This is an optimization exercise on Yosys and OpenROAD, whose aim is small area, a short achievable clock period and few clock cycles per item, not a production implementation. Where RTL was checked, it was by simulation tests only, not by an equivalence proof against the original. The RTL of run 4 was laid out without a check of its function.

==> flow/design.v (outline; a module is shown in full before it is edited, if it fits) <==
// module Milestone1_convert: 286 lines
// module yt_part: 55 lines
// module pix_sum: 374 lines
// module fir_sum: 147 lines
// module csa_fa: 4 lines
// module csa_ha: 4 lines
module Milestone1_convert (
	input  logic          Clock,
	input  logic          Resetn,
	input  logic          Enable,
	input  logic   [15:0] SRAM_read_data,
	input  logic          redo,
	output logic          SRAM_we_n,
	output logic   [17:0] SRAM_address,
	output logic   [15:0] SRAM_write_data,
	output logic          Finish
);
  // ...
==> flow/flow/run.sh <==
#!/bin/bash
# Standard ORFS layout (standard.sh) with these changes in how it is made:
#  - the port buffers are buf_4 cells instead of the buffer ORFS picks
#  - clock tree: clkbuf_16 root, clkbuf_4 and clkbuf_8 buffers over small sink
#    clusters, no dummy loads
#  - timing repair aims at a setup margin below the design's clock period
# The SDC, clock period and I/O constraints are the standard flow's, unchanged.  ORFS
# writes each step's log under orfs/logs; make's own output goes to
# orfs_make.log here.
set -euo pipefail
bash standard.sh SETUP_SLACK_MARGIN=10.0 \
  "BUFFER_PORTS_ARGS=-buffer_cell sky130_fd_sc_hd__buf_4" \
  "CTS_ARGS=-sink_clustering_enable -repair_clock_nets -root_buf sky130_fd_sc_hd__clkbuf_16 -buf_list {sky130_fd_sc_hd__clkbuf_4 sky130_fd_sc_hd__clkbuf_8} -sink_clustering_size 12 -sink_clustering_max_diameter 40 -dont_use_dummy_load" \
  finish > orfs_make.log 2>&1
==> flow/standard.sh <==
#!/bin/bash
# synth_recipe.tcl (not shown) runs the flow's synth.tcl, then flattens the netlist and writes it again
# the make line also repeats each setting of config.mk as NAME=value (left out here)
make -C /OpenROAD-flow-scripts/flow DESIGN_CONFIG=/design/flow/config.mk WORK_HOME=/design/flow/orfs CLKGATE_MAP_FILE= SYNTH_SCRIPT=/design/flow/synth_recipe.tcl "${@:-finish}"
==> flow/config.mk <==
export PLATFORM = sky130hd
export DESIGN_NAME = Milestone1_convert
export DESIGN_NICKNAME = Milestone1_convert
export VERILOG_FILES = /design/flow/design.v
export SDC_FILE = /design/flow/constraint.sdc
export NUM_CORES = 4
export LEC_CHECK = 0
export CAP_MARGIN = 20
export CORE_MARGIN = 2
export CORE_UTILIZATION = 40
export SLEW_MARGIN = 20
export SYNTH_HIERARCHICAL = 1
==> flow/constraint.sdc <==
create_clock -name core_clock -period 14.0 [get_ports {Clock}]
set_input_delay 2.8000 -clock core_clock [delete_from_list [all_inputs] [get_ports {Clock}]]
set_output_delay 2.8000 -clock core_clock [all_outputs]
set_load 0.01 [all_outputs]
==> run summary, run 1 <==
Finished Layout Cells 2943; Starting Density 0.405; met3 usage in global routing 0.0281; outcome finished clean; async set-reset flop share out of synthesis 0.00225; CP endpoint kind output port; clock sinks 445; cells after synthesis 2135; clock buffers 70; final worst slack 10.18 ns; max-cap violations 0; Largest regs su: 48 flops, sv: 48 flops; Tmin final 3.82 ns; commonest non-fill, non-tap cell in the layout dfxtp_1; vias per cell 5.17; sequential cell area share 0.399; vias in the first global route 15791; nets@finish 2545; Tapcells 782; Reg-to-Reg Start nph[0]$_SDFF_PN0_; antenna-violating nets left 0; Synth Area in Simple Gates 0.0984; Post-DP Area 0.0252 mm^2
Testbench counts, summed over its fixed seeds: cycles 1,547,720, frames 8.
==> module Milestone1_convert, before the edit <==
module Milestone1_convert (
	input  logic          Clock,
	input  logic          Resetn,
	input  logic          Enable,
	input  logic   [15:0] SRAM_read_data,
	input  logic          redo,
	output logic          SRAM_we_n,
	output logic   [17:0] SRAM_address,
	output logic   [15:0] SRAM_write_data,
	output logic          Finish
);
localparam logic [1:0] T_NONE = 2'd0, T_Y = 2'd1, T_U = 2'd2, T_V = 2'd3;
localparam logic [2:0] K_NONE = 3'd0, K_B0 = 3'd1, K_RG0 = 3'd2, K_RG1 = 3'd3, K_B1 = 3'd4;
localparam logic [2:0] I_NONE = 3'd0, I_HI = 3'd1, I_LO = 3'd2, I_REP = 3'd3, I_PORT = 3'd4;
logic        run;           
logic [3:0]  nph;           
logic [7:0]  nk;            
logic        nlead;         
logic [15:0] y_addr;        
logic [15:0] u_addr;        
logic [17:0] rgb_addr;      
logic [1:0]  tag_a, tag_b, tag_c;    
logic [2:0]  kind_a, kind_b;         
logic        c_even, c_ph1, c_isb, c_firv, c_ldv, c_ldu, c_ph2;
logic [2:0]  c_kind;
logic [2:0]  c_ins_u, c_ins_v;
logic [7:0]  y_lo;                  
logic [7:0]  y_sel;                 
logic [7:0]  hu;                    
logic [15:0] hv;
logic [7:0]  su [0:5];
logic [7:0]  sv [0:5];
logic [8:0]  up_reg, vp_reg;        
logic [7:0]  b0_save;
function automatic logic [11:0] succ(input logic [3:0] p, input logic [7:0] kk);
	logic [3:0] p2;
	logic [7:0] k2;
	p2 = p + 4'd1;
	k2 = kk;
	if (p == 4'd4) begin
		if (kk == 8'd159) p2 = 4'd5;
		else begin p2 = 4'd0; k2 = kk + 8'd1; end
	end else if (p == 4'd10) begin
		p2 = 4'd0; k2 = 8'd0;
	end
	succ = {p2, k2};
endfunction
function automatic logic [5:0] ins_of(input logic [3:0] p, input logic [7:0] kk);
	logic [2:0] iu, iv;
	iu = I_NONE;
	iv = I_NONE;
	case (p)
	4'd0: begin
		if (kk == 8'd0)        iv = I_PORT;
		else if (kk <= 8'd155) iv = kk[0] ? I_LO : I_HI;
		else if (kk == 8'd159) iv = I_HI;
		else                   iv = I_REP;
	end
	4'd1: begin
		if (kk <= 8'd155)      iu = kk[0] ? I_LO : I_PORT;
		else if (kk == 8'd159) iu = I_PORT;
		else                   iu = I_REP;
	end
	4'd2: if (kk == 8'd159) begin iu = I_REP; iv = I_REP; end
	4'd3: if (kk == 8'd159) begin iu = I_REP; iv = I_REP; end
	4'd4: if (kk == 8'd159) begin iu = I_LO; iv = I_LO; end
	4'd6: begin iu = I_PORT; iv = I_HI; end
	4'd7: begin iu = I_LO; iv = I_LO; end
	default: ;
	endcase
	ins_of = {iu, iv};
endfunction
logic [3:0] nph2;
logic [7:0] nk2;
assign {nph2, nk2} = succ(nph, nk);
logic nlead2;
assign nlead2 = nlead & ~(nph == 4'd10);
logic rd_y, rd_u, rd_v;
always_comb begin
	rd_y = 1'b0; rd_u = 1'b0; rd_v = 1'b0;
	case (nph)
	4'd3: begin
		if (nk == 8'd159) rd_v = 1'b1;
		else              rd_y = ~nlead;
	end
	4'd4: begin
		if (nk <= 8'd153) begin
			if (nk[0]) rd_u = 1'b1;
			else       rd_v = (nk <= 8'd152);
		end else if (nk == 8'd155) rd_v = 1'b1;
		else if (nk == 8'd158 || nk == 8'd159) rd_u = 1'b1;
	end
	4'd8:  rd_y = 1'b1;
	4'd9:  rd_v = 1'b1;
	4'd10: rd_u = 1'b1;
	default: ;
	endcase
end
logic wr;    
assign wr = (kind_b == K_RG0) || (kind_b == K_RG1) || (kind_b == K_B1);
always_ff @(posedge Clock) begin
	SRAM_we_n <= ~(run && wr);
end
always_ff @(posedge Clock or negedge Resetn) begin
	if (!Resetn) begin
		run <= 1'b0;
	end else if (run) begin
		if (nph == 4'd7 && y_addr == 16'd38400) run <= 1'b0;
	end else if (!Finish && Enable) begin
		run <= 1'b1;
	end
end
always_ff @(posedge Clock) begin
	if (!Resetn) begin
		Finish <= 1'b0;
	end else if (run) begin
		if (nph == 4'd7 && y_addr == 16'd38400) Finish <= 1'b1;
	end else if (Finish && redo) begin
		Finish <= 1'b0;
	end
end
logic [17:0] v_addr, a_sel, a_inc;
assign v_addr = {1'b0, u_addr[15:8] + 9'd75, u_addr[7:0]};    
always_comb begin
	a_sel = rgb_addr;
	if (rd_y) a_sel = {2'd0, y_addr};
	if (rd_u) a_sel = {2'd0, u_addr};
	if (rd_v) a_sel = v_addr;
end
assign a_inc = a_sel + 18'd1;
always_ff @(posedge Clock) begin
	tag_b  <= tag_a;
	tag_c  <= tag_b;
	kind_b <= kind_a;
	if (!run) begin
		nph      <= 4'd0;
		nk       <= 8'd156;
		nlead    <= 1'b1;
		y_addr   <= 16'd0;
		u_addr   <= 16'd38400;
		rgb_addr <= 18'd146944;
		SRAM_address <= 18'd57600;
		tag_a    <= (Enable && !Finish) ? T_V : T_NONE;
		kind_a   <= K_NONE;
		kind_b   <= K_NONE;
		c_even <= 1'b0; c_ph1 <= 1'b0; c_isb <= 1'b0; c_kind <= K_NONE; c_firv <= 1'b0;
		c_ldv  <= 1'b0; c_ldu <= 1'b0; c_ph2  <= 1'b0;
		c_ins_u <= I_NONE; c_ins_v <= I_NONE;
	end else begin
		nph   <= nph2;
		nk    <= nk2;
		nlead <= nlead2;
		c_even <= (nph == 4'd1) || (nph == 4'd2);
		c_ph1  <= (nph == 4'd1);
		c_isb  <= (nph == 4'd1) || (nph == 4'd4);
		c_kind <= (nph == 4'd1) ? K_B0 : (nph == 4'd2) ? K_RG0 :
		          (nph == 4'd3) ? K_RG1 : (nph == 4'd4) ? K_B1 : K_NONE;
		c_firv <= (nph == 4'd4) || (nph == 4'd10);
		c_ldv  <= (nph == 4'd1);
		c_ldu  <= (nph == 4'd2);
		c_ph2  <= (nph == 4'd2);
		{c_ins_u, c_ins_v} <= ins_of(nph, nk);
		kind_a <= nlead ? K_NONE : c_kind;
		tag_a <= T_NONE;
		if (rd_y) tag_a <= T_Y;
		if (rd_u) tag_a <= T_U;
		if (rd_v) tag_a <= T_V;
		SRAM_address <= a_sel;
		if (rd_y) y_addr   <= a_inc[15:0];
		if (rd_u) u_addr   <= a_inc[15:0];
		if (wr)   rgb_addr <= a_inc;
	end
end
always_ff @(posedge Clock) begin
	if (tag_c == T_Y) y_lo <= SRAM_read_data[7:0];
	if (tag_c == T_U) hu   <= SRAM_read_data[7:0];
	if (tag_c == T_V) hv   <= SRAM_read_data;
	if (tag_c == T_Y)  y_sel <= SRAM_read_data[15:8];
	else if (c_ph2)    y_sel <= y_lo;
end
function automatic logic [7:0] ins_val(input logic [2:0] sel, input logic [15:0] h,
                                       input logic [7:0] last, input logic [7:0] port);
	case (sel)
	I_HI:    ins_val = h[15:8];
	I_LO:    ins_val = h[7:0];
	I_PORT:  ins_val = port;
	default: ins_val = last;
	endcase
endfunction
always_ff @(posedge Clock) begin
	if (c_ins_u != I_NONE) begin
		su[0] <= su[1]; su[1] <= su[2]; su[2] <= su[3];
		su[3] <= su[4]; su[4] <= su[5];
		su[5] <= ins_val(c_ins_u, {8'd0, hu}, su[5], SRAM_read_data[15:8]);
	end
	if (c_ins_v != I_NONE) begin
		sv[0] <= sv[1]; sv[1] <= sv[2]; sv[2] <= sv[3];
		sv[3] <= sv[4]; sv[4] <= sv[5];
		sv[5] <= ins_val(c_ins_v, hv, sv[5], SRAM_read_data[15:8]);
	end
end
logic [7:0]  ta, tb, tc, td, te, tf;
assign ta = c_firv ? sv[0] : su[0];
assign tb = c_firv ? sv[1] : su[1];
assign tc = c_firv ? sv[2] : su[2];
assign td = c_firv ? sv[3] : su[3];
assign te = c_firv ? sv[4] : su[4];
assign tf = c_firv ? sv[5] : su[5];
logic [8:0]  t_af, t_be, t_cd;
assign t_af = {1'b0, ta} + {1'b0, tf};
assign t_be = {1'b0, tb} + {1'b0, te};
assign t_cd = {1'b0, tc} + {1'b0, td};
logic [8:0]  f_p1, f_np2, f_p3;
always_ff @(posedge Clock) begin
	f_p1  <= t_af;
	f_np2 <= ~t_be;
	f_p3  <= t_cd;
end
logic [8:0] fm_a, fm_b, g_a, g_b;
logic       fm_c, g_c;
fir_sum u_fir (.p1(f_p1), .np2(f_np2), .p3(f_p3), .np3(~f_p3), .ha(fm_a), .hb(fm_b), .c(fm_c));
always_ff @(posedge Clock) begin
	g_a <= fm_a;
	g_b <= fm_b;
	g_c <= fm_c;
end
logic [8:0] fw;
assign fw = g_a + g_b + {8'd0, g_c};
always_ff @(posedge Clock) begin
	if (c_ldv) vp_reg <= fw;
	if (c_ldu) up_reg <= fw;
end
logic [8:0]  su9, sv9;
logic [7:0]  su_e;                  
assign su_e = c_ph1 ? su[2] : su[1];
assign su9 = c_even ? {su_e[7], ~su_e[7], su_e[6:0]} : up_reg;
assign sv9 = c_even ? {sv[1][7], ~sv[1][7], sv[1][6:0]} : vp_reg;
logic [13:0] yl_m;
logic        yc_m;
logic [10:0] yh_m;
yt_part u_yt (.y(y_sel), .lo(yl_m), .c(yc_m), .hi(yh_m));
logic [13:0] p_ytl;
logic        p_ytc;
logic [10:0] p_yth;
logic [8:0]  p_u, p_v;
logic [10:0] p_u3, p_v3;
logic        p_isb;
always_ff @(posedge Clock) begin
	p_ytl <= yl_m;
	p_ytc <= yc_m;
	p_yth <= yh_m;
	p_isb <= c_isb;
	p_u   <= su9;
	p_u3  <= {2'd0, su9} + {1'b0, su9, 1'b0};
	p_v   <= sv9;
	p_v3  <= {2'd0, sv9} + {1'b0, sv9, 1'b0};
end
logic [10:0] q_xa, q_xb, q_ga, q_gb;
logic        q_xc, q_gc;
logic [10:0] m_xa, m_xb, m_ga, m_gb;
logic        m_xc, m_gc;
pix_sum u_pix (.ytl(p_ytl), .ytc(p_ytc), .yth(p_yth),
	.pu(p_u), .pu3(p_u3), .pv(p_v), .pv3(p_v3), .isb(p_isb),
	.xa(m_xa), .xb(m_xb), .xc(m_xc), .ga(m_ga), .gb(m_gb), .gc(m_gc));
always_ff @(posedge Clock) begin
	q_xa <= m_xa; q_xb <= m_xb; q_xc <= m_xc;
	q_ga <= m_ga; q_gb <= m_gb; q_gc <= m_gc;
end
function automatic logic [7:0] clip(input logic [10:0] s);
	clip = s[10] ? 8'd0 : (|s[9:8]) ? 8'd255 : s[7:0];
endfunction
logic [10:0] s_x, s_g;
assign s_x = q_xa + q_xb + {10'd0, q_xc};
assign s_g = q_ga + q_gb + {10'd0, q_gc};
logic [7:0] x8, g8;
assign x8 = clip(s_x);
assign g8 = clip(s_g);
always_ff @(posedge Clock) begin
	case (kind_b)
	K_RG0:   SRAM_write_data <= {x8, g8};
	K_RG1:   SRAM_write_data <= {b0_save, x8};
	default: SRAM_write_data <= {g8, x8};
	endcase
	if (kind_b == K_B0)  b0_save <= x8;
end
endmodule
==> run 2, diff against run 1 <==
--- a/flow/design.v
+++ b/flow/design.v
@@ -105,5 +105,5 @@
 logic        nlead;         
 logic [15:0] y_addr;        
-logic [15:0] u_addr;        
+logic [17:0] u_addr;        
 logic [17:0] rgb_addr;      
 logic [1:0]  tag_a, tag_b, tag_c;    
@@ -191,29 +191,21 @@
 always_ff @(posedge Clock or negedge Resetn) begin
 	if (!Resetn) begin
-		run <= 1'b0;
-	end else if (run) begin
-		if (nph == 4'd7 && y_addr == 16'd38400) run <= 1'b0;
-	end else if (!Finish && Enable) begin
-		run <= 1'b1;
-	end
-end
-always_ff @(posedge Clock) begin
-	if (!Resetn) begin
-		Finish <= 1'b0;
-	end else if (run) begin
-		if (nph == 4'd7 && y_addr == 16'd38400) Finish <= 1'b1;
-	end else if (Finish && redo) begin
-		Finish <= 1'b0;
+		run       <= 1'b0;
+		Finish    <= 1'b0;
+	end else begin
+		if (run) begin
+			if (nph == 4'd7 && y_addr == 16'd38400) begin
+				run    <= 1'b0;
+				Finish <= 1'b1;
+			end
+		end else if (Finish) begin
+			if (redo) Finish <= 1'b0;
+		end else if (Enable) begin
+			run <= 1'b1;
+		end
 	end
 end
-logic [17:0] v_addr, a_sel, a_inc;
-assign v_addr = {1'b0, u_addr[15:8] + 9'd75, u_addr[7:0]};    
-always_comb begin
-	a_sel = rgb_addr;
-	if (rd_y) a_sel = {2'd0, y_addr};
-	if (rd_u) a_sel = {2'd0, u_addr};
-	if (rd_v) a_sel = v_addr;
-end
-assign a_inc = a_sel + 18'd1;
+logic [17:0] v_addr;
+assign v_addr = {u_addr[17:8] + 10'd75, u_addr[7:0]};    
 always_ff @(posedge Clock) begin
 	tag_b  <= tag_a;
@@ -225,5 +217,5 @@
 		nlead    <= 1'b1;
 		y_addr   <= 16'd0;
-		u_addr   <= 16'd38400;
+		u_addr   <= 18'd38400;
 		rgb_addr <= 18'd146944;
 		SRAM_address <= 18'd57600;
@@ -250,11 +242,22 @@
 		kind_a <= nlead ? K_NONE : c_kind;
 		tag_a <= T_NONE;
-		if (rd_y) tag_a <= T_Y;
-		if (rd_u) tag_a <= T_U;
-		if (rd_v) tag_a <= T_V;
-		SRAM_address <= a_sel;
-		if (rd_y) y_addr   <= a_inc[15:0];
-		if (rd_u) u_addr   <= a_inc[15:0];
-		if (wr)   rgb_addr <= a_inc;
+		if (rd_y) begin
+			SRAM_address <= {2'd0, y_addr};
+			y_addr <= y_addr + 16'd1;
+			tag_a  <= T_Y;
+		end
+		if (rd_u) begin
+			SRAM_address <= u_addr;
+			u_addr <= u_addr + 18'd1;
+			tag_a  <= T_U;
+		end
+		if (rd_v) begin
+			SRAM_address <= v_addr;
+			tag_a  <= T_V;
+		end
+		if (wr) begin
+			SRAM_address <= rgb_addr;
+			rgb_addr <= rgb_addr + 18'd1;
+		end
 	end
 end
==> flow/run.sh (new file) <==
#!/bin/bash
# synth_recipe.tcl (not shown) runs the flow's synth.tcl, then flattens the netlist and writes it again
# the make line also repeats each setting of config.mk as NAME=value (left out here)
make -C /OpenROAD-flow-scripts/flow DESIGN_CONFIG=/design/flow/config.mk WORK_HOME=/design/flow/orfs CLKGATE_MAP_FILE= SYNTH_SCRIPT=/design/flow/synth_recipe.tcl finish
--- a/flow/config.mk
+++ b/flow/config.mk
@@ -9,4 +9,6 @@
 export CORE_MARGIN = 2
 export CORE_UTILIZATION = 40
+export CTS_CLUSTER_DIAMETER = 70
+export CTS_CLUSTER_SIZE = 36
 export SLEW_MARGIN = 20
 export SYNTH_HIERARCHICAL = 1
removed: flow/flow/run.sh
removed: flow/standard.sh
==> run summary, run 2 <==
final worst slack 9.66 ns (was 10.18 ns); worst endpoint data arrival time 1.54 ns (was 1.02 ns); final instance area 0.0264 mm^2 (about the same); EDFF count, synth 162 (unchanged); WL/cell 18.5 um (was 18.4 um); Fin Setup TNS 0 ns (unchanged); GRT Total Usage 0.172 (was 0.174); antenna-violating nets left 0 (unchanged); FP Rows 90 (unchanged); clock sinks 447 (was 445); worst skew pair latency 0.61 ns (was 0.57 ns); placed insts 2884 (was 2862); Reg-to-Reg Start p_isb$_DFF_P_ (was nph[0]$_SDFF_PN0_); fmax 230 MHz (was 262 MHz); Tightest Pin Transition 1.02 ns (was 1.00 ns); Tmin final 4.34 ns (was 3.82 ns); CTS H-tree lvls 1 (was 3); Post-Syn Nets 2536 (was 2517); Largest regs su: 48 flops, sv: 48 flops (unchanged); DRC viols 0 (unchanged); first-pass GRT wire length 85900 um (was 85800 um); CP endpoint kind output port (unchanged); via count 15179 (was 15206); Layout area overhead 7.99% (was 7.95%); most frequent cells in the layout 282 x dfxtp_1, 193 x nand2_1, 183 x ha_1 (was 279 x dfxtp_1, 182 x fa_1, 180 x nand2_1); CP cell instances clkdlybuf4s50_1 (was buf_4); Finished Layout Cells 2935 (was 2943); worst hold path class register to register (unchanged); Root Buffer clkbuf_16 (unchanged); slowest stage delay, CP 0.56 ns (was 0.33 ns); Core Region 0.0605 mm^2 (unchanged); Post-Syn Area 0.0245 mm^2 (about the same); 1st-iter DRT viols 1140 (was 919); Synth area leaders dfxtp_1 23%, edfxtp_1 20%, fa_1 15% (unchanged); RSZ-0062 raised after global routing false (unchanged); Critical path buffers and inverters 1 (unchanged); register area share after synthesis 0.432 (was 0.430); CTS Hold Buffers Added 0 (unchanged); nets@finish 2516 (was 2545); CTS-repair resized insts 0 (was 11); Post-DP Area 0.0254 mm^2 (was 0.0252 mm^2); CTS Buf Count 27 (was 70); average size of a mapped cell 11.4 um^2 (was 11.5 um^2); WS Path Type register to output port (unchanged); Setup violations, final 0 (unchanged); pre-CTS setup slack 9.79 ns (was 9.09 ns); Most used DFF post-synth dfxtp_1 (unchanged); Die X 251 um (about the same); Critical Path RT 11.20 ns (about the same); Clock transition at path regs 0.11 ns (was 0.05 ns); share of cells above drive strength 1 0.0660 (was 0.116); top post-synthesis cells by count 283 x dfxtp_1, 193 x nand2_1, 183 x ha_1, 182 x fa_1, 162 x edfxtp_1 (was 282 x dfxtp_1, 182 x fa_1, 180 x ha_1, 180 x nand2_1, 162 x edfxtp_1); IO Pins 56 (unchanged); hpwl dp 43100 um (was 41800 um); largest net degree at the start of global routing 54 (unchanged); Pre-antenna DRT Iters 6 (was 5); largest area contributor in the netlist dfxtp_1 (unchanged); max-cap violations 0 (unchanged); Die Ht 251 um (about the same); GP Congestion 0.923 (was 0.886); initial antenna violation count 0 (unchanged); Final Hold Fails 0 (unchanged); Starting Density 0.405 (about the same); Final period util 0.310 (was 0.273); buffer count from post-CTS setup fixing 0 (was 1); min-delay src tag_b[1]$_DFF_P_ (was tag_b[0]$_DFF_P_); worst setup path startpoint SRAM_address[15]$_SDFFE_PN1P_ (was SRAM_write_data[5]$_DFF_P_); Util after Layout 0.437 (about the same); Setup crit start kind register (unchanged); area fraction of the dominant cell type after synthesis 0.231 (about the same); clk_skew 0.0358 ns (was 0.0659 ns); async set-reset flop share out of synthesis 0.00447 (was 0.00225); Crit-path slowest cell clkdlybuf4s50_1 (was dfxtp_1); die area 0.0632 mm^2 (about the same); outcome finished clean (unchanged); total grt overflow 0 (unchanged); Seq cells post-synth 447 (was 445); CP max FO 2 (was 1); Netlist cell types 77 (was 89); commonest non-fill, non-tap cell in the layout dfxtp_1 (unchanged); cells after synthesis 2151 (was 2135); Yosys Warn Count 9 (unchanged); port bufs 55 (unchanged); fin. max-slew vios 0 (unchanged); Clock Tree Buf Depth 3 (unchanged); family with the most delay on the worst path buffers and inverters (was flip-flops); count leader, synth dfxtp_1 (unchanged); Slew HR 0.319 (was 0.331); final wirelength 54200 um (was 54100 um); vias in the first global route 15564 (was 15791); vias per cell 5.17 (about the same); CTS tree done (unchanged)
## run 2: per-layer routing
layer	GRT usage	share of wire	up-vias
met3	0.0162	0.034	53
met5	0	0	-
met1	0.236	0.46	7562
met2	0.297	0.49	236
met4	0.0338	0.016	0
li1	-	-	7328
## run 2: cell type report
class,count,area [um^2]
clock inverter,22,337
antenna,1,2.50
timing repair buffer,68,648
sequential,447,10600
fill,5518,34000
clock buffer,28,679
multi-input combinational,1449,12700
tap,782,978
inverter,138,518
## run 2: worst paths after layout
kind | slack, ns | to | cells after the start
worst min register to register | 0.31 | tag_c[1]$_DFF_P_ | 0
worst max-delay path | 9.66 | SRAM_address[15] | 1
min in group asynchronous | 2.36 | Finish$_DFFE_PN0P_ | 1
worst min-delay path | 0.31 | tag_c[1]$_DFF_P_ | 0
max in group asynchronous | 11.50 | run$_DFF_PN0_ | 1
worst max register to register | 9.77 | q_xc$_DFF_P_ | 13
## run 2: cell families (layout without fill, tap and decap cells)
logic type	count (synthesis)	after routing	share of synthesized area
AND/OR/NAND/NOR	521	521	0.103
flip-flops	447	447	0.432
AO/OA/AOI/OAI	368	368	0.0959
adder cells (fa/ha/maj)	365	365	0.242
buffers and inverters	255	256	0.0500
XOR/XNOR	118	118	0.0422
multiplexers	76	76	0.0340
other	1	2	0.000153
## run 2: Yosys stat by module (local to each module, per instance)
| module | cells inside | area (um^2) | copies in the design |
|---|---|---|---|
| pix_sum | 247 | 1430 | 1 |
| fir_sum | 35 | 280 | 1 |
| yt_part | 103 | 811 | 1 |
| Milestone1_convert | 1549 | 18000 | 1 |
| csa_ha | 1 | 12.5 | 47 |
| csa_fa | 1 | 20.0 | 170 |
## run 2: stage by stage
| stage | hold slack, ns |
|---|---|
| 2_1_floorplan | 0.310 |
| 3_3_place_gp | 0.314 |
| 3_5_place_dp | 0.316 |
| 4_1_cts | 0.325 |
| 5_1_grt | 0.327 |
| 6_report | 0.315 |
Testbench counts of run 2, summed over its fixed seeds: cycles 1,547,720, frames 8.
==> run 3, diff against run 2 <==
--- a/flow/config.mk
+++ b/flow/config.mk
@@ -9,6 +9,4 @@
 export CORE_MARGIN = 2
 export CORE_UTILIZATION = 40
-export CTS_CLUSTER_DIAMETER = 70
-export CTS_CLUSTER_SIZE = 36
 export SLEW_MARGIN = 20
 export SYNTH_HIERARCHICAL = 1
==> run summary, run 3 <==
outcome finished clean (unchanged); Seq cells post-synth 447 (unchanged); GRT Total Usage 0.176 (was 0.172); CTS Hold Buffers Added 0 (unchanged); CTS tree done (unchanged); DRC viols 0 (unchanged); Largest regs su: 48 flops, sv: 48 flops (unchanged); antenna-violating nets left 0 (unchanged); family with the most delay on the worst path buffers and inverters (unchanged); vias in the first global route 15805 (was 15564); average size of a mapped cell 11.4 um^2 (unchanged); Final Hold Fails 0 (unchanged); commonest non-fill, non-tap cell in the layout dfxtp_1 (unchanged); worst hold path class register to register (unchanged); CTS-repair resized insts 0 (unchanged); Setup crit start kind register (unchanged); Synth area leaders dfxtp_1 23%, edfxtp_1 20%, fa_1 15% (unchanged); Fin Setup TNS 0 ns (unchanged); Most used DFF post-synth dfxtp_1 (unchanged); Yosys Warn Count 9 (unchanged); Critical Path RT 11.20 ns (about the same); share of cells above drive strength 1 0.0735 (was 0.0660); die area 0.0632 mm^2 (unchanged); clock sinks 447 (unchanged); Pre-antenna DRT Iters 5 (was 6); largest net degree at the start of global routing 54 (unchanged); Reg area 0.0106 mm^2 (unchanged); max-cap violations 0 (unchanged); CP max FO 2 (unchanged); Starting Density 0.405 (unchanged); final wirelength 55000 um (was 54200 um); first-pass GRT wire length 87000 um (was 85900 um); Clock transition at path regs 0.06 ns (was 0.11 ns); fin. max-slew vios 0 (unchanged); pre-CTS setup slack 9.79 ns (unchanged); Setup violations, final 0 (unchanged); CP cell instances clkdlybuf4s50_1 (unchanged); register area share after synthesis 0.432 (unchanged); Hold Crit Depth 0 (unchanged); Crit-path slowest cell clkdlybuf4s50_1 (unchanged); Layout area overhead 9.79% (was 7.99%); min-delay src tag_b[1]$_DFF_P_ (unchanged); Inserted Diodes 0 (was 1); CTS Buf Count 47 (was 27); WS Path Type register to output port (unchanged); largest area contributor in the netlist dfxtp_1 (unchanged); Slew HR 0.325 (was 0.319); CTS H-tree lvls 2 (was 1); grt met2 use 0.297 (about the same); Die Ht 251 um (unchanged); worst endpoint data arrival time 1.50 ns (was 1.54 ns); GRT Max-Usage Layer met2 (unchanged); IO Pins 56 (unchanged); reg2reg setup slack 9.78 ns (was 9.77 ns); FP Rows 90 (unchanged); Reg2Reg Depth 13 (unchanged); RSZ-0062 raised after global routing false (unchanged); hold worst-path end tag_c[1]$_DFF_P_ (unchanged); clk_skew 0.0192 ns (was 0.0358 ns); initial antenna violation count 0 (unchanged); placed insts 2884 (unchanged); final instance area 0.0269 mm^2 (was 0.0264 mm^2); EDFF count, synth 162 (unchanged); top post-synthesis cells by count 283 x dfxtp_1, 193 x nand2_1, 183 x ha_1, 182 x fa_1, 162 x edfxtp_1 (unchanged); CP endpoint kind output port (unchanged); Tmin final 4.30 ns (was 4.34 ns); Tightest Pin Transition 1.01 ns (was 1.02 ns); Final period util 0.307 (was 0.310); nets@finish 2536 (was 2516); hpwl dp 43100 um (unchanged); 1st-iter DRT viols 1059 (was 1140); final worst slack 9.70 ns (was 9.66 ns); most frequent cells in the layout 282 x dfxtp_1, 193 x nand2_1, 183 x ha_1 (unchanged); Clock Tree Buf Depth 3 (unchanged); Post-Syn Nets 2536 (unchanged); end of the worst register-to-register path q_xc$_DFF_P_ (unchanged); async set-reset flop share out of synthesis 0.00447 (unchanged); Core Region 0.0605 mm^2 (unchanged); Reg-to-Reg Start p_isb$_DFF_P_ (unchanged); worst skew pair latency 0.59 ns (was 0.61 ns); Fill cells 5490 (was 5518); Root Buffer clkbuf_16 (unchanged); Post-DP Area 0.0254 mm^2 (unchanged); Post-Syn Area 0.0245 mm^2 (unchanged); cells after synthesis 2151 (unchanged); fmax 232 MHz (was 230 MHz); area fraction of the dominant cell type after synthesis 0.231 (unchanged); area of the multi-input gates 0.0127 mm^2 (unchanged); Finished Layout Cells 2971 (was 2935); Die X 251 um (unchanged); GR met1 Demand/Resource 0.237 (was 0.236); via count 15339 (was 15179); Netlist cell types 77 (unchanged); cell depth of the worst setup path 1 (unchanged); total grt overflow 0 (unchanged); port bufs 55 (unchanged); met3 usage in global routing 0.0252 (was 0.0162); WL/cell 18.5 um (about the same); Critical path buffers and inverters 1 (unchanged); vias per cell 5.16 (was 5.17); GP Congestion 0.923 (unchanged); count leader, synth dfxtp_1 (unchanged); buffer count from post-CTS setup fixing 0 (unchanged); slowest stage delay, CP 0.56 ns (about the same)
-- run 3: changes by cell type in the layout (fill, tap and decap cells not counted), moves of 3 or more --
| cell | delta |
|---|---|
| clkbuf_16 | +21 |
| clkbuf_1 | +14 |
| clkinv_2 | +8 |
| clkbuf_8 | +5 |
| inv_8 | -5 |
| clkinv_1 | +4 |
| inv_16 | -4 |
| inv_6 | -3 |
-- run 3: layer usage --
metal,up-vias,part of all wire
li1,7377,-
met3,90,0.040
met2,284,0.48
met4,0,0.023
met5,-,0
met1,7588,0.46
-- run 3: worst max path at each step --
stage / start / to
after detailed placement: p_isb$_DFF_P_ / q_xc$_DFF_P_
final: SRAM_address[15]$_SDFFE_PN1P_ / SRAM_address[15]
after floorplan: p_isb$_DFF_P_ / q_xc$_DFF_P_
after global routing: p_isb$_DFF_P_ / q_xc$_DFF_P_
after global placement: p_isb$_DFF_P_ / q_xc$_DFF_P_
after CTS: SRAM_address[15]$_SDFFE_PN1P_ / SRAM_address[15]
-- run 3: logic make-up (layout without fill, tap and decap cells) --
kind of cell | count (synthesis) | in the layout | synth area share
AOI/OAI and AO/OA | 368 | 368 | 0.0959
muxes | 76 | 76 | 0.0340
other | 1 | 1 | 0.000153
buffers and inverters | 255 | 293 | 0.0500
xor gates and xnor gates | 118 | 118 | 0.0422
adders and majority gates | 365 | 365 | 0.242
and+or+nand+nor | 521 | 521 | 0.103
DFF | 447 | 447 | 0.432
-- run 3: cell type report --
| type | instances | area share |
|---|---|---|
| well taps | 782 | 0.0364 |
| clock buffers | 68 | 0.0494 |
| multi-input cells | 1449 | 0.472 |
| flip-flops and latches | 447 | 0.394 |
| repair buffers | 68 | 0.0241 |
| clock inverters | 19 | 0.00498 |
| inverters | 138 | 0.0193 |
-- run 3: modules after synthesis, one instance, submodules excluded --
| module | times used | flip-flops and latches | cells |
|---|---|---|---|
| Milestone1_convert | 1 | 447 | 1549 |
| csa_fa | 170 | 0 | 1 |
| csa_ha | 47 | 0 | 1 |
| fir_sum | 1 | 0 | 35 |
| pix_sum | 1 | 0 | 247 |
| yt_part | 1 | 0 | 103 |
-- run 3: per-stage QoR --
step / utilization / hold slack [ns]
after floorplan: - / 0.310
after global placement: 0.420 / 0.314
after detailed placement: 0.420 / 0.316
after CTS: 0.444 / 0.329
after global routing: 0.444 / 0.334
final: 0.444 / 0.325
==> run 4, diff against run 3 <==
--- a/flow/design.v
+++ b/flow/design.v
@@ -97,5 +97,4 @@
 	output logic          Finish
 );
-localparam logic [1:0] T_NONE = 2'd0, T_Y = 2'd1, T_U = 2'd2, T_V = 2'd3;
 localparam logic [2:0] K_NONE = 3'd0, K_B0 = 3'd1, K_RG0 = 3'd2, K_RG1 = 3'd3, K_B1 = 3'd4;
 localparam logic [2:0] I_NONE = 3'd0, I_HI = 3'd1, I_LO = 3'd2, I_REP = 3'd3, I_PORT = 3'd4;
@@ -105,10 +104,9 @@
 logic        nlead;         
 logic [15:0] y_addr;        
-logic [17:0] u_addr;        
+logic [15:0] u_addr;        
 logic [17:0] rgb_addr;      
-logic [1:0]  tag_a, tag_b, tag_c;    
-logic [2:0]  kind_a, kind_b;         
 logic        c_even, c_ph1, c_isb, c_firv, c_ldv, c_ldu, c_ph2;
-logic [2:0]  c_kind;
+logic [2:0]  c_kind;                
+logic        c_ldy, c_ldhu, c_ldhv;   
 logic [2:0]  c_ins_u, c_ins_v;
 logic [7:0]  y_lo;                  
@@ -185,5 +183,16 @@
 end
 logic wr;    
-assign wr = (kind_b == K_RG0) || (kind_b == K_RG1) || (kind_b == K_B1);
+assign wr = (c_kind == K_RG0) || (c_kind == K_RG1) || (c_kind == K_B1);
+function automatic logic [2:0] kind_of(input logic [3:0] p, input logic [7:0] kk);
+	case (p)
+	4'd3:    kind_of = K_B0;
+	4'd4:    kind_of = K_RG0;
+	4'd0:    kind_of = (kk == 8'd0) ? K_NONE : K_RG1;
+	4'd1:    kind_of = (kk == 8'd0) ? K_NONE : K_B1;
+	4'd5:    kind_of = K_RG1;
+	4'd6:    kind_of = K_B1;
+	default: kind_of = K_NONE;
+	endcase
+endfunction
 always_ff @(posedge Clock) begin
 	SRAM_we_n <= ~(run && wr);
@@ -191,25 +200,30 @@
 always_ff @(posedge Clock or negedge Resetn) begin
 	if (!Resetn) begin
-		run       <= 1'b0;
-		Finish    <= 1'b0;
-	end else begin
-		if (run) begin
-			if (nph == 4'd7 && y_addr == 16'd38400) begin
-				run    <= 1'b0;
-				Finish <= 1'b1;
-			end
-		end else if (Finish) begin
-			if (redo) Finish <= 1'b0;
-		end else if (Enable) begin
-			run <= 1'b1;
-		end
+		run <= 1'b0;
+	end else if (run) begin
+		if (nph == 4'd7 && y_addr == 16'd38400) run <= 1'b0;
+	end else if (!Finish && Enable) begin
+		run <= 1'b1;
+	end
+end
+always_ff @(posedge Clock) begin
+	if (!Resetn) begin
+		Finish <= 1'b0;
+	end else if (run) begin
+		if (nph == 4'd7 && y_addr == 16'd38400) Finish <= 1'b1;
+	end else if (Finish && redo) begin
+		Finish <= 1'b0;
 	end
 end
-logic [17:0] v_addr;
-assign v_addr = {u_addr[17:8] + 10'd75, u_addr[7:0]};    
+logic [17:0] v_addr, a_sel, a_inc;
+assign v_addr = {1'b0, u_addr[15:8] + 9'd75, u_addr[7:0]};    
+always_comb begin
+	a_sel = rgb_addr;
+	if (rd_y) a_sel = {2'd0, y_addr};
+	if (rd_u) a_sel = {2'd0, u_addr};
+	if (rd_v) a_sel = v_addr;
+end
+assign a_inc = a_sel + 18'd1;
 always_ff @(posedge Clock) begin
-	tag_b  <= tag_a;
-	tag_c  <= tag_b;
-	kind_b <= kind_a;
 	if (!run) begin
 		nph      <= 4'd0;
@@ -217,10 +231,8 @@
 		nlead    <= 1'b1;
 		y_addr   <= 16'd0;
-		u_addr   <= 18'd38400;
+		u_addr   <= 16'd38400;
 		rgb_addr <= 18'd146944;
 		SRAM_address <= 18'd57600;
-		tag_a    <= (Enable && !Finish) ? T_V : T_NONE;
-		kind_a   <= K_NONE;
-		kind_b   <= K_NONE;
+		c_ldy <= 1'b0; c_ldhu <= 1'b0; c_ldhv <= 1'b0;
 		c_even <= 1'b0; c_ph1 <= 1'b0; c_isb <= 1'b0; c_kind <= K_NONE; c_firv <= 1'b0;
 		c_ldv  <= 1'b0; c_ldu <= 1'b0; c_ph2  <= 1'b0;
@@ -233,6 +245,9 @@
 		c_ph1  <= (nph == 4'd1);
 		c_isb  <= (nph == 4'd1) || (nph == 4'd4);
-		c_kind <= (nph == 4'd1) ? K_B0 : (nph == 4'd2) ? K_RG0 :
-		          (nph == 4'd3) ? K_RG1 : (nph == 4'd4) ? K_B1 : K_NONE;
+		c_kind <= nlead ? K_NONE : kind_of(nph, nk);
+		c_ldy  <= (nph == 4'd0 && nk != 8'd0) || (nph == 4'd10);
+		c_ldhu <= (nph == 4'd1 && ((!nk[0] && nk <= 8'd154) || nk == 8'd159)) || (nph == 4'd6);
+		c_ldhv <= (nph == 4'd1 && ((nk[0] && nk <= 8'd153) || nk == 8'd156)) || (nph == 4'd5) ||
+		          (nph == 4'd0 && nk == 8'd0);
 		c_firv <= (nph == 4'd4) || (nph == 4'd10);
 		c_ldv  <= (nph == 4'd1);
@@ -240,32 +255,16 @@
 		c_ph2  <= (nph == 4'd2);
 		{c_ins_u, c_ins_v} <= ins_of(nph, nk);
-		kind_a <= nlead ? K_NONE : c_kind;
-		tag_a <= T_NONE;
-		if (rd_y) begin
-			SRAM_address <= {2'd0, y_addr};
-			y_addr <= y_addr + 16'd1;
-			tag_a  <= T_Y;
-		end
-		if (rd_u) begin
-			SRAM_address <= u_addr;
-			u_addr <= u_addr + 18'd1;
-			tag_a  <= T_U;
-		end
-		if (rd_v) begin
-			SRAM_address <= v_addr;
-			tag_a  <= T_V;
-		end
-		if (wr) begin
-			SRAM_address <= rgb_addr;
-			rgb_addr <= rgb_addr + 18'd1;
-		end
+		SRAM_address <= a_sel;
+		if (rd_y) y_addr   <= a_inc[15:0];
+		if (rd_u) u_addr   <= a_inc[15:0];
+		if (wr)   rgb_addr <= a_inc;
 	end
 end
 always_ff @(posedge Clock) begin
-	if (tag_c == T_Y) y_lo <= SRAM_read_data[7:0];
-	if (tag_c == T_U) hu   <= SRAM_read_data[7:0];
-	if (tag_c == T_V) hv   <= SRAM_read_data;
-	if (tag_c == T_Y)  y_sel <= SRAM_read_data[15:8];
-	else if (c_ph2)    y_sel <= y_lo;
+	if (c_ldy)  y_lo <= SRAM_read_data[7:0];
+	if (c_ldhu) hu   <= SRAM_read_data[7:0];
+	if (c_ldhv) hv   <= SRAM_read_data;
+	if (c_ldy)       y_sel <= SRAM_read_data[15:8];
+	else if (c_ph2)  y_sel <= y_lo;
 end
 function automatic logic [7:0] ins_val(input logic [2:0] sel, input logic [15:0] h,
@@ -367,10 +366,10 @@
 assign g8 = clip(s_g);
 always_ff @(posedge Clock) begin
-	case (kind_b)
+	case (c_kind)
 	K_RG0:   SRAM_write_data <= {x8, g8};
 	K_RG1:   SRAM_write_data <= {b0_save, x8};
 	default: SRAM_write_data <= {g8, x8};
 	endcase
-	if (kind_b == K_B0)  b0_save <= x8;
+	if (c_kind == K_B0)  b0_save <= x8;
 end
 endmodule
==> flow/flow/run.sh (new file) <==
#!/bin/bash
# Standard ORFS layout (standard.sh) with these changes in how it is made:
#  - the port buffers are buf_2 cells instead of the buffer ORFS picks
#  - clock tree: clkbuf_16 root, clkbuf_8 leaf buffers over small sink
#    clusters, no dummy loads
#  - timing repair aims at a setup margin below the design's clock period
# The SDC, clock period and I/O constraints are the standard flow's, unchanged.  ORFS
# writes each step's log under orfs/logs; make's own output goes to
# orfs_make.log here.
set -euo pipefail
bash standard.sh SETUP_SLACK_MARGIN=10.0 \
  "BUFFER_PORTS_ARGS=-buffer_cell sky130_fd_sc_hd__buf_2" \
  "CTS_ARGS=-sink_clustering_enable -repair_clock_nets -root_buf sky130_fd_sc_hd__clkbuf_16 -buf_list sky130_fd_sc_hd__clkbuf_8 -sink_clustering_size 18 -sink_clustering_max_diameter 50 -dont_use_dummy_load" \
  finish > orfs_make.log 2>&1
==> flow/standard.sh (new file) <==
#!/bin/bash
# synth_recipe.tcl (not shown) runs the flow's synth.tcl, then flattens the netlist and writes it again
# the make line also repeats each setting of config.mk as NAME=value (left out here)
make -C /OpenROAD-flow-scripts/flow DESIGN_CONFIG=/design/flow/config.mk WORK_HOME=/design/flow/orfs CLKGATE_MAP_FILE= SYNTH_SCRIPT=/design/flow/synth_recipe.tcl "${@:-finish}"
removed: flow/run.sh
==> run summary, run 4 <==
RSZ-0062 raised after global routing false (unchanged); Post-Syn Nets 2535 (was 2536); CTS Hold Buffers Added 0 (unchanged); CTS Buf Count 52 (was 47); Most used DFF post-synth dfxtp_1 (unchanged); Pre-antenna DRT Iters 5 (unchanged); Reg2Reg Depth 11 (was 13); Setup violations, final 0 (unchanged); CTS tree done (unchanged); port bufs 55 (unchanged); outcome finished clean (unchanged); Root Buffer clkbuf_16 (unchanged); worst endpoint data arrival time 1.06 ns (was 1.50 ns); worst skew pair latency 0.58 ns (was 0.59 ns); clk_skew 0.0880 ns (was 0.0192 ns); initial antenna violation count 0 (unchanged); cell depth of the worst setup path 1 (unchanged); slowest stage delay, CP 0.35 ns (was 0.56 ns); max-cap violations 0 (unchanged); Synth area leaders dfxtp_1 23%, edfxtp_1 20%, fa_1 15% (unchanged); Clock Tree Buf Depth 3 (unchanged); CP endpoint kind output port (unchanged); Tmin final 3.86 ns (was 4.30 ns); total grt overflow 0 (unchanged); WL/cell 19.1 um (was 18.5 um); Crit-path slowest cell dfxtp_1 (was clkdlybuf4s50_1); register area share after synthesis 0.426 (was 0.432); Slew HR 0.335 (was 0.325); area fraction of the dominant cell type after synthesis 0.225 (was 0.231); Tightest Pin Transition 0.998 ns (was 1.01 ns); share of cells above drive strength 1 0.106 (was 0.0735); CP cell instances buf_2 (was clkdlybuf4s50_1); Fin Setup TNS 0 ns (unchanged); cells after synthesis 2153 (was 2151); IO Pins 56 (unchanged); async set-reset flop share out of synthesis 0.00229 (was 0.00447); antenna-violating nets left 0 (unchanged); Final Hold Fails 0 (unchanged); Clock transition at path regs 0.09 ns (was 0.06 ns); Die X 250 um (was 251 um); largest net degree at the start of global routing 49 (was 54); fin. max-slew vios 0 (unchanged); worst hold path class register to register (unchanged); Seq cells post-synth 436 (was 447); via count 15383 (was 15339); family with the most delay on the worst path flip-flops (was buffers and inverters); CP max FO 3 (was 2); vias per cell 5.22 (was 5.16); GRT Total Usage 0.179 (was 0.176); Setup crit start kind register (unchanged); Core Region 0.0602 mm^2 (was 0.0605 mm^2); Post-Syn Area 0.0243 mm^2 (was 0.0245 mm^2); EDFF count, synth 162 (unchanged); hpwl dp 44000 um (was 43100 um); DRC viols 0 (unchanged); top post-synthesis cells by count 273 x dfxtp_1, 190 x nand2_1, 182 x fa_1, 180 x ha_1, 162 x edfxtp_1 (was 283 x dfxtp_1, 193 x nand2_1, 183 x ha_1, 182 x fa_1, 162 x edfxtp_1); Hold Crit Depth 0 (unchanged); Netlist cell types 89 (was 77); Fill cells 5630 (was 5490); Util after Layout 0.430 (was 0.444); WS Path Type register to output port (unchanged); largest area contributor in the netlist dfxtp_1 (unchanged); most frequent cells in the layout 269 x dfxtp_1, 190 x nand2_1, 182 x fa_1 (was 282 x dfxtp_1, 193 x nand2_1, 183 x ha_1); CTS H-tree lvls 2 (unchanged); final wirelength 56300 um (was 55000 um); FP Rows 90 (unchanged); vias in the first global route 15729 (was 15805); die area 0.0627 mm^2 (was 0.0632 mm^2); Yosys Warn Count 9 (unchanged); first-pass GRT wire length 87500 um (was 87000 um); Starting Density 0.403 (was 0.405); nets@finish 2548 (was 2536); Inserted Diodes 0 (unchanged); Layout area overhead 6.65% (was 9.79%); 1st-iter DRT viols 951 (was 1059); Critical path buffers and inverters 1 (unchanged); Largest regs su: 48 flops, sv: 48 flops (unchanged); average size of a mapped cell 11.3 um^2 (was 11.4 um^2); commonest non-fill, non-tap cell in the layout dfxtp_1 (unchanged); Critical Path RT 11.20 ns (about the same); count leader, synth dfxtp_1 (unchanged); Final period util 0.276 (was 0.307); Die Ht 250 um (was 251 um); GP Congestion 0.899 (was 0.923); clock sinks 436 (was 447); fmax 259 MHz (was 232 MHz)
==> run 4: what timing repair did <==
action / 4_1_cts / 5_1_grt
pin swaps: 1 / 4
endpoints found under the setup margin: 17 / 18
cloned: 1 / 1
setup buffers: 2 / 9
gates resized for setup: 11 / 11
==> run 4: worst paths after layout <==
| path | slack, ns | startpoint | endpoint |
|---|---|---|---|
| worst max-delay path | 10.14 | Finish$_SDFFE_PN0P_ | Finish |
| worst min-delay path | 0.38 | c_isb$_SDFF_PN0_ | p_isb$_DFF_P_ |
| worst max register to register | 10.17 | nk[1]$_SDFFE_PN0P_ | rgb_addr[17]$_SDFFE_PN1N_ |
| worst min register to register | 0.38 | c_isb$_SDFF_PN0_ | p_isb$_DFF_P_ |
| max in group asynchronous | 11.92 | Resetn | run$_DFF_PN0_ |
| min in group asynchronous | 1.98 | Resetn | run$_DFF_PN0_ |
==> run 4: metal layers <==
layer | GRT usage | part of all wire | vias up
met1 | 0.242 | 0.46 | 7546
met4 | 0.0592 | 0.029 | 0
met2 | 0.290 | 0.46 | 331
li1 | - | - | 7409
met5 | 0 | 0 | -
met3 | 0.0327 | 0.047 | 97
==> run 4: modules after synthesis, one instance, submodules excluded <==
module / area, um^2 / times used / cells / flip-flops and latches
fir_sum: 280 / 1 / 35 / 0
csa_ha: 12.5 / 47 / 1 / 0
csa_fa: 20.0 / 170 / 1 / 0
pix_sum: 1430 / 1 / 247 / 0
yt_part: 816 / 1 / 105 / 0
Milestone1_convert: 17800 / 1 / 1549 / 436
==> run 4: layout make-up <==
cell class	count	area, um^2	area share
multi-input combinational	1439	12700	0.491
sequential	436	10400	0.400
tap	782	978	0.0378
clock buffer	52	772	0.0298
inverter	157	593	0.0229
timing repair buffer	79	477	0.0184
timing repair inverter	1	7.51	0.000290
==> run 4: through the flow <==
stage | hold WS, ns | cell area [um^2] | setup WS, ns | std cells
after floorplan | 0.310 | 24300 | 10.02 | 2153
after global placement | 0.385 | 24900 | 9.55 | 2881
after detailed placement | 0.388 | 24900 | 9.45 | 2881
after CTS | 0.378 | 25800 | 10.03 | 2936
after global routing | 0.374 | 25900 | 9.96 | 2946
final | 0.384 | 25900 | 10.14 | 2946
==> run 4: cells by family after synthesis <==
family	synth area share
fa+ha+maj	0.243
xor+xnor	0.0343
mux	0.0393
compound gates	0.107
simple gates	0.0961
other cells	0.000154
flops	0.426
buf+inv	0.0536
==> run 5, diff against run 4 <==
--- a/flow/design.v
+++ b/flow/design.v
@@ -216,5 +216,5 @@
 	end
 end
-logic [17:0] v_addr, a_sel, a_inc;
+logic [17:0] v_addr, a_sel;
 assign v_addr = {1'b0, u_addr[15:8] + 9'd75, u_addr[7:0]};    
 always_comb begin
@@ -224,5 +224,4 @@
 	if (rd_v) a_sel = v_addr;
 end
-assign a_inc = a_sel + 18'd1;
 always_ff @(posedge Clock) begin
 	if (!run) begin
@@ -256,7 +255,7 @@
 		{c_ins_u, c_ins_v} <= ins_of(nph, nk);
 		SRAM_address <= a_sel;
-		if (rd_y) y_addr   <= a_inc[15:0];
-		if (rd_u) u_addr   <= a_inc[15:0];
-		if (wr)   rgb_addr <= a_inc;
+		if (rd_y) y_addr   <= y_addr + 16'd1;
+		if (rd_u) u_addr   <= u_addr + 16'd1;
+		if (wr)   rgb_addr <= rgb_addr + 18'd1;
 	end
 end
--- a/flow/config.mk
+++ b/flow/config.mk
@@ -9,4 +9,5 @@
 export CORE_MARGIN = 2
 export CORE_UTILIZATION = 40
+export PLACE_DENSITY = 0.75
 export SLEW_MARGIN = 20
 export SYNTH_HIERARCHICAL = 1
==> run summary, run 5 <==
outcome finished clean (unchanged); Setup crit start kind register (unchanged); worst endpoint data arrival time 1.00 ns (was 1.06 ns); Fill cells 5497 (was 5630); GP Congestion 0.946 (was 0.899); Post-Syn Area 0.0241 mm^2 (was 0.0243 mm^2); nets@finish 2476 (was 2548); clock sinks 436 (unchanged); Largest regs su: 48 flops, sv: 48 flops (unchanged); Crit-path slowest cell dfxtp_1 (unchanged); Inserted Diodes 0 (unchanged); highest routed metal layer met4 (unchanged); WL/cell 18.7 um (was 19.1 um); Reg-to-Reg Start p_isb$_DFF_P_ (was nk[1]$_SDFFE_PN0P_); register area share after synthesis 0.430 (was 0.426); commonest non-fill, non-tap cell in the layout dfxtp_1 (unchanged); Clock Tree Buf Depth 3 (unchanged); Netlist cell types 82 (was 89); async set-reset flop share out of synthesis 0.00229 (unchanged); routed wl met3 1870 um (was 2620 um); Clock transition at path regs 0.10 ns (was 0.09 ns); initial antenna violation count 0 (unchanged); final wirelength 53400 um (was 56300 um); EDFF count, synth 162 (unchanged); fmax 263 MHz (was 259 MHz); pre-CTS setup slack 10.00 ns (was 9.45 ns); die area 0.0622 mm^2 (was 0.0627 mm^2); placed insts 2813 (was 2881); DRC viols 0 (unchanged); Die Ht 249 um (was 250 um); vias in the first global route 15461 (was 15729); RSZ-0062 raised after global routing false (unchanged); cells after synthesis 2088 (was 2153); IO Pins 56 (unchanged); largest area contributor in the netlist dfxtp_1 (unchanged); CP max FO 3 (unchanged); cell depth of the worst setup path 1 (unchanged); share of cells above drive strength 1 0.0924 (was 0.106); Core Region 0.0592 mm^2 (was 0.0602 mm^2); first-pass GRT wire length 84100 um (was 87500 um); hpwl dp 42300 um (was 44000 um); end of the worst register-to-register path q_xc$_DFF_P_ (was rgb_addr[17]$_SDFFE_PN1N_); count leader, synth dfxtp_1 (unchanged); CP endpoint kind output port (unchanged); FP Rows 89 (was 90); Pre-antenna DRT Iters 5 (unchanged); Slew HR 0.328 (was 0.335); reg2reg setup slack 10.27 ns (was 10.17 ns); Util after Layout 0.429 (was 0.430); WS Path Type register to output port (unchanged); worst setup path startpoint Finish$_SDFFE_PN0P_ (unchanged); WL met2 26300 um (was 26100 um); fin. max-slew vios 0 (unchanged); Tmin final 3.80 ns (was 3.86 ns); worst hold path class register to register (unchanged); CP cell instances buf_2 (unchanged); DRT met1 WL 23800 um (was 26000 um); via count 14892 (was 15383); GRT Total Usage 0.171 (was 0.179); Root Buffer clkbuf_16 (unchanged); worst skew pair latency 0.59 ns (was 0.58 ns); max-cap violations 0 (unchanged); Most used DFF post-synth dfxtp_1 (unchanged); Post-Syn Nets 2474 (was 2535); Tightest Pin Transition 1.01 ns (was 0.998 ns); Die X 249 um (was 250 um); final worst slack 10.20 ns (was 10.14 ns); port bufs 55 (unchanged); Seq cells post-synth 436 (unchanged); top post-synthesis cells by count 273 x dfxtp_1, 184 x ha_1, 184 x nand2_1, 182 x fa_1, 162 x edfxtp_1 (was 273 x dfxtp_1, 190 x nand2_1, 182 x fa_1, 180 x ha_1, 162 x edfxtp_1); CTS tree done (unchanged); Reg2Reg Depth 13 (was 11); Worst Setup EP Finish (unchanged); clk_skew 0.112 ns (was 0.0880 ns); 1st-iter DRT viols 971 (was 951); Yosys Warn Count 9 (unchanged); Critical path buffers and inverters 1 (unchanged); Starting Density 0.407 (was 0.403); most frequent cells in the layout 272 x dfxtp_1, 184 x nand2_1, 184 x ha_1 (was 269 x dfxtp_1, 190 x nand2_1, 182 x fa_1); Final period util 0.272 (was 0.276); Final Hold Fails 0 (unchanged); Setup violations, final 0 (unchanged); CTS H-tree lvls 2 (unchanged); area fraction of the dominant cell type after synthesis 0.227 (was 0.225); Critical Path RT 11.20 ns (about the same); antenna-violating nets left 0 (unchanged); vias per cell 5.21 (was 5.22); family with the most delay on the worst path flip-flops (unchanged); total grt overflow 0 (unchanged); largest net degree at the start of global routing 84 (was 49); slowest stage delay, CP 0.34 ns (was 0.35 ns); Fin Setup TNS 0 ns (unchanged); average size of a mapped cell 11.5 um^2 (was 11.3 um^2); Layout area overhead 5.52% (was 6.65%); Synth area leaders dfxtp_1 23%, edfxtp_1 20%, fa_1 15% (unchanged); Finished Layout Cells 2861 (was 2946); CTS Buf Count 45 (was 52)
## run 5: final cells by class
type	count	area, um^2	area share
multi-input cells	1397	12500	0.492
flip-flops and latches	436	10400	0.407
well taps	773	967	0.0380
clock buffers	45	676	0.0266
inverters	143	541	0.0213
repair buffers	67	369	0.0145
## run 5: how the worst min path moves through the flow
stage | start | to | slack, ns | cells after the start
floorplan | c_isb$_SDFF_PN0_ | p_isb$_DFF_P_ | 0.31 | 0
detailed placement | c_isb$_SDFF_PN0_ | p_isb$_DFF_P_ | 0.32 | 0
global placement | c_isb$_SDFF_PN0_ | p_isb$_DFF_P_ | 0.32 | 0
finish | c_isb$_SDFF_PN0_ | p_isb$_DFF_P_ | 0.36 | 0
CTS | c_isb$_SDFF_PN0_ | p_isb$_DFF_P_ | 0.36 | 0
global route | c_isb$_SDFF_PN0_ | p_isb$_DFF_P_ | 0.37 | 0
## run 5: logic make-up (layout without fill, tap and decap cells)
| group | Yosys count | in the layout | synth area share |
|---|---|---|---|
| mux | 91 | 91 | 0.0408 |
| xor+xnor | 121 | 121 | 0.0440 |
| other cells | 1 | 1 | 0.000156 |
| buf+inv | 255 | 255 | 0.0509 |
| flops | 436 | 436 | 0.430 |
| simple gates | 495 | 495 | 0.0997 |
| fa+ha+maj | 366 | 366 | 0.247 |
| compound gates | 323 | 323 | 0.0880 |
## run 5: through the flow
step	area, um^2	hold WS, ns
after floorplan	24100	0.310
after CTS	25400	0.360
after global placement	24700	0.323
after global routing	25400	0.367
after detailed placement	24700	0.324
final	25400	0.356
## run 5: layer usage
metal	GRT usage	vias up
li1	-	7077
met1	0.222	7416
met2	0.295	316
met3	0.0228	83
met4	0.0570	0
met5	0	-
## run 5: repair_timing
item | 4_1_cts | 5_1_grt
hold buffers | 0 | 0
gates resized for setup | 1 | 2
endpoints found under the setup margin | 1 | 1
setup buffers | 0 | 3
pin swaps | 0 | 0
## run 5: per-module statistics from Yosys (local to each module, per instance)
module	cell area [um^2]	flops+latches	copies in the design	cells
pix_sum	1430	0	1	247
yt_part	811	0	1	103
csa_ha	12.5	0	47	1
csa_fa	20.0	0	170	1
Milestone1_convert	17600	436	1	1486
fir_sum	280	0	1	35
Testbench counts of run 5, summed over its fixed seeds: cycles 1,547,720, frames 8.
==> run 6, diff against run 5 <==
==> flow/run.sh (new file) <==
#!/bin/bash
# synth_recipe.tcl (not shown) runs the flow's synth.tcl, then flattens the netlist and writes it again
# the make line also repeats each setting of config.mk as NAME=value (left out here)
make -C /OpenROAD-flow-scripts/flow DESIGN_CONFIG=/design/flow/config.mk WORK_HOME=/design/flow/orfs CLKGATE_MAP_FILE= SYNTH_SCRIPT=/design/flow/synth_recipe.tcl finish
--- a/flow/config.mk
+++ b/flow/config.mk
@@ -9,5 +9,4 @@
 export CORE_MARGIN = 2
 export CORE_UTILIZATION = 40
-export PLACE_DENSITY = 0.75
 export SLEW_MARGIN = 20
 export SYNTH_HIERARCHICAL = 1
removed: flow/flow/run.sh
removed: flow/standard.sh
==> run summary, run 6 <==
Post-Syn Nets 2474 (unchanged); xor-xnor portion of the synthesized cell area 0.0440 (unchanged); pre-CTS setup slack 9.08 ns (was 10.00 ns); port bufs 55 (unchanged); via count 14813 (was 14892); CTS-repair resized insts 0 (was 1); clock sinks 436 (unchanged); Critical Path RT 14.45 ns (was 11.20 ns); hpwl dp 42200 um (was 42300 um); FP Rows 89 (unchanged); Util after Layout 0.449 (was 0.429); Final period util 0.311 (was 0.272); vias in the first global route 15325 (was 15461); final worst slack 9.65 ns (was 10.20 ns); worst skew pair latency 0.58 ns (was 0.59 ns); Layout area overhead 10.4% (was 5.52%); Die X 249 um (unchanged); GP Congestion 0.887 (was 0.946); CTS Hold Buffers Added 0 (unchanged); nets@finish 2472 (was 2476); Compound-Gate Fraction of Synth Area 0.0880 (unchanged); Post-Syn Area 0.0241 mm^2 (unchanged); Most used DFF post-synth dfxtp_1 (unchanged); Fill cells 5490 (was 5497); largest family of logic cells by synthesized area adder cells (unchanged); antenna-violating nets left 0 (unchanged); post-synthesis mux area share 0.0408 (unchanged); Seq cells post-synth 436 (unchanged); worst endpoint data arrival time 4.80 ns (was 1.00 ns); total grt overflow 0 (unchanged); die area 0.0622 mm^2 (unchanged); Root Buffer clkbuf_16 (unchanged); Slew HR 0.316 (was 0.328); count leader, synth dfxtp_1 (unchanged); initial antenna violation count 0 (unchanged); register area share after synthesis 0.430 (unchanged); vias per cell 5.11 (was 5.21); cells after synthesis 2088 (unchanged); Clock Tree Buf Depth 3 (unchanged); worst hold path class register to register (unchanged); average size of a mapped cell 11.5 um^2 (unchanged); Tightest Pin Transition 1.03 ns (was 1.01 ns); Setup violations, final 0 (unchanged); Setup crit start kind register (unchanged); clk_skew 0.0210 ns (was 0.112 ns); buffer count from post-CTS setup fixing 0 (unchanged); final wirelength 54000 um (was 53400 um); Die Ht 249 um (unchanged); DRC viols 0 (unchanged); Final Hold Fails 0 (unchanged); fmax 230 MHz (was 263 MHz); max-cap violations 0 (unchanged); area fraction of the dominant cell type after synthesis 0.227 (unchanged); CP max FO 27 (was 3); most frequent cells in the layout 271 x dfxtp_1, 184 x nand2_1, 184 x ha_1 (was 272 x dfxtp_1, 184 x nand2_1, 184 x ha_1); Synth Area in Simple Gates 0.0997 (unchanged); Yosys Warn Count 9 (unchanged); largest net degree at the start of global routing 89 (was 84); placed insts 2810 (was 2813); IO Pins 56 (unchanged); top post-synthesis cells by count 273 x dfxtp_1, 184 x ha_1, 184 x nand2_1, 182 x fa_1, 162 x edfxtp_1 (unchanged); RSZ-0062 raised after global routing false (unchanged); Largest regs su: 48 flops, sv: 48 flops (unchanged); GRT Total Usage 0.174 (was 0.171); WL/cell 18.6 um (was 18.7 um); fin. max-slew vios 0 (unchanged); EDFF count, synth 162 (unchanged); async set-reset flop share out of synthesis 0.00229 (unchanged); CTS tree done (unchanged); commonest non-fill, non-tap cell in the layout dfxtp_1 (unchanged); Pre-antenna DRT Iters 5 (unchanged); largest area contributor in the netlist dfxtp_1 (unchanged); Finished Layout Cells 2899 (was 2861); first-pass GRT wire length 85100 um (was 84100 um); WS Path Type register to register (was register to output port); adder-cell area share of the yosys netlist 0.247 (unchanged); Tmin final 4.35 ns (was 3.80 ns); share of cells above drive strength 1 0.0772 (was 0.0924); Fin Setup TNS 0 ns (unchanged); CTS H-tree lvls 2 (unchanged); 1st-iter DRT viols 790 (was 971); Synth area leaders dfxtp_1 23%, edfxtp_1 20%, fa_1 15% (unchanged); Netlist cell types 82 (unchanged); Core Region 0.0592 mm^2 (unchanged); CTS Buf Count 47 (was 45); outcome finished clean (unchanged); CP endpoint kind register (was output port); Starting Density 0.407 (unchanged); Clock transition at path regs 0.06 ns (was 0.10 ns)
## run 6: per-layer routing
layer | global-route usage | wire length (um) | vias up
met5 | 0 | 0 | -
li1 | - | - | 7127
met4 | 0.0506 | 1260 | 0
met2 | 0.283 | 25000 | 290
met3 | 0.0307 | 2200 | 81
met1 | 0.239 | 25500 | 7315
## run 6: stage by stage
stage	hold WS [ns]	area, um^2
2_1_floorplan	0.310	24100
3_3_place_gp	0.359	25000
3_5_place_dp	0.348	25000
4_1_cts	0.368	26600
5_1_grt	0.359	26600
6_report	0.357	26600
## run 6: critical path: stages, from the launching register on
cell and delay (ns):
dfxtp_2 0.70, inv_1 0.63, o21ai_0 0.51, inv_1 0.11, fa_1 0.54, fa_1 0.43
fa_1 0.47, ha_1 0.30, o21ai_0 0.14, nor2_1 0.06, o31ai_1 0.20, nand3_1 0.10
## run 6: cell type report
cell class | instances | area (um^2) | area share
well taps | 773 | 967 | 0.0363
diodes | 1 | 2.50 | 0.0000940
clock inverters | 21 | 260 | 0.00978
clock buffers | 67 | 1360 | 0.0513
inverters | 143 | 537 | 0.0202
multi-input cells | 1397 | 12500 | 0.471
flip-flops and latches | 436 | 10400 | 0.389
repair buffers | 61 | 596 | 0.0224
## run 6: path summary, 6_finish.rpt
kind	from	endpoint	slack [ns]	cells past startpoint
worst min-delay path	c_isb$_SDFF_PN0_	p_isb$_DFF_P_	0.36	0
worst max-delay path	p_isb$_DFF_P_	q_xc$_DFF_P_	9.65	11
worst max register to register	p_isb$_DFF_P_	q_xc$_DFF_P_	9.65	11
max in group asynchronous	Resetn	run$_DFF_PN0_	11.51	1
min in group asynchronous	Resetn	run$_DFF_PN0_	2.37	1
worst min register to register	c_isb$_SDFF_PN0_	p_isb$_DFF_P_	0.36	0
## run 6: cell families after synthesis
group | Yosys count
adder cells (fa/ha/maj) | 366
XOR/XNOR | 121
flip-flops | 436
buffers and inverters | 255
other | 1
AND/OR/NAND/NOR | 495
multiplexers | 91
AO/OA/AOI/OAI | 323
## run 6: Yosys stat by module (local to each module, per instance)
module	flip-flops and latches	cells inside	times used
Milestone1_convert	436	1486	1
csa_fa	0	1	170
csa_ha	0	1	47
fir_sum	0	35	1
pix_sum	0	247	1
yt_part	0	103	1

[port drivers added, routing unchanged]
No port has a modelled driver above. Below, the same layouts with a new extraction and two added sets of constraints.
Step 1: set_driving_cell puts a clkbuf_16 on Clock and a buf_2 on each other input, an assumption about the parent block.
Step 2 moves the port delays by t, midway between the first and last clock arrival at a register: inputs arrive t later, outputs are due t later. That takes back most of the time a late clock gives input paths.
Three values: ideal, step 1, step 2; two values: the first two.
run | t, ns | setup WS [ns] | slew at the worst register clock pin (ns) | worst slew at a driven data input, ns | cell pins on the clock port's net
run 1 | 0.599 | 10.184 / 10.122 / 10.273 | 0.08 / 0.08 | 0.06 | 1
run 2 | 0.651 | 9.657 / 9.600 / 9.767 | 0.12 / 0.12 | 0.05 | 1
run 3 | 0.630 | 9.695 / 9.639 / 9.785 | 0.06 / 0.06 | 0.05 | 1
run 4 | 0.595 | 10.136 / 10.077 / 10.167 | 0.10 / 0.10 | 0.04 | 1
run 5 | 0.584 | 10.196 / 10.142 / 10.267 | 0.11 / 0.11 | 0.04 | 1
run 6 | 0.627 | 9.651 / 9.651 / 9.651 | 0.06 / 0.06 | 0.04 | 1
After both steps every run listed still meets setup and hold.
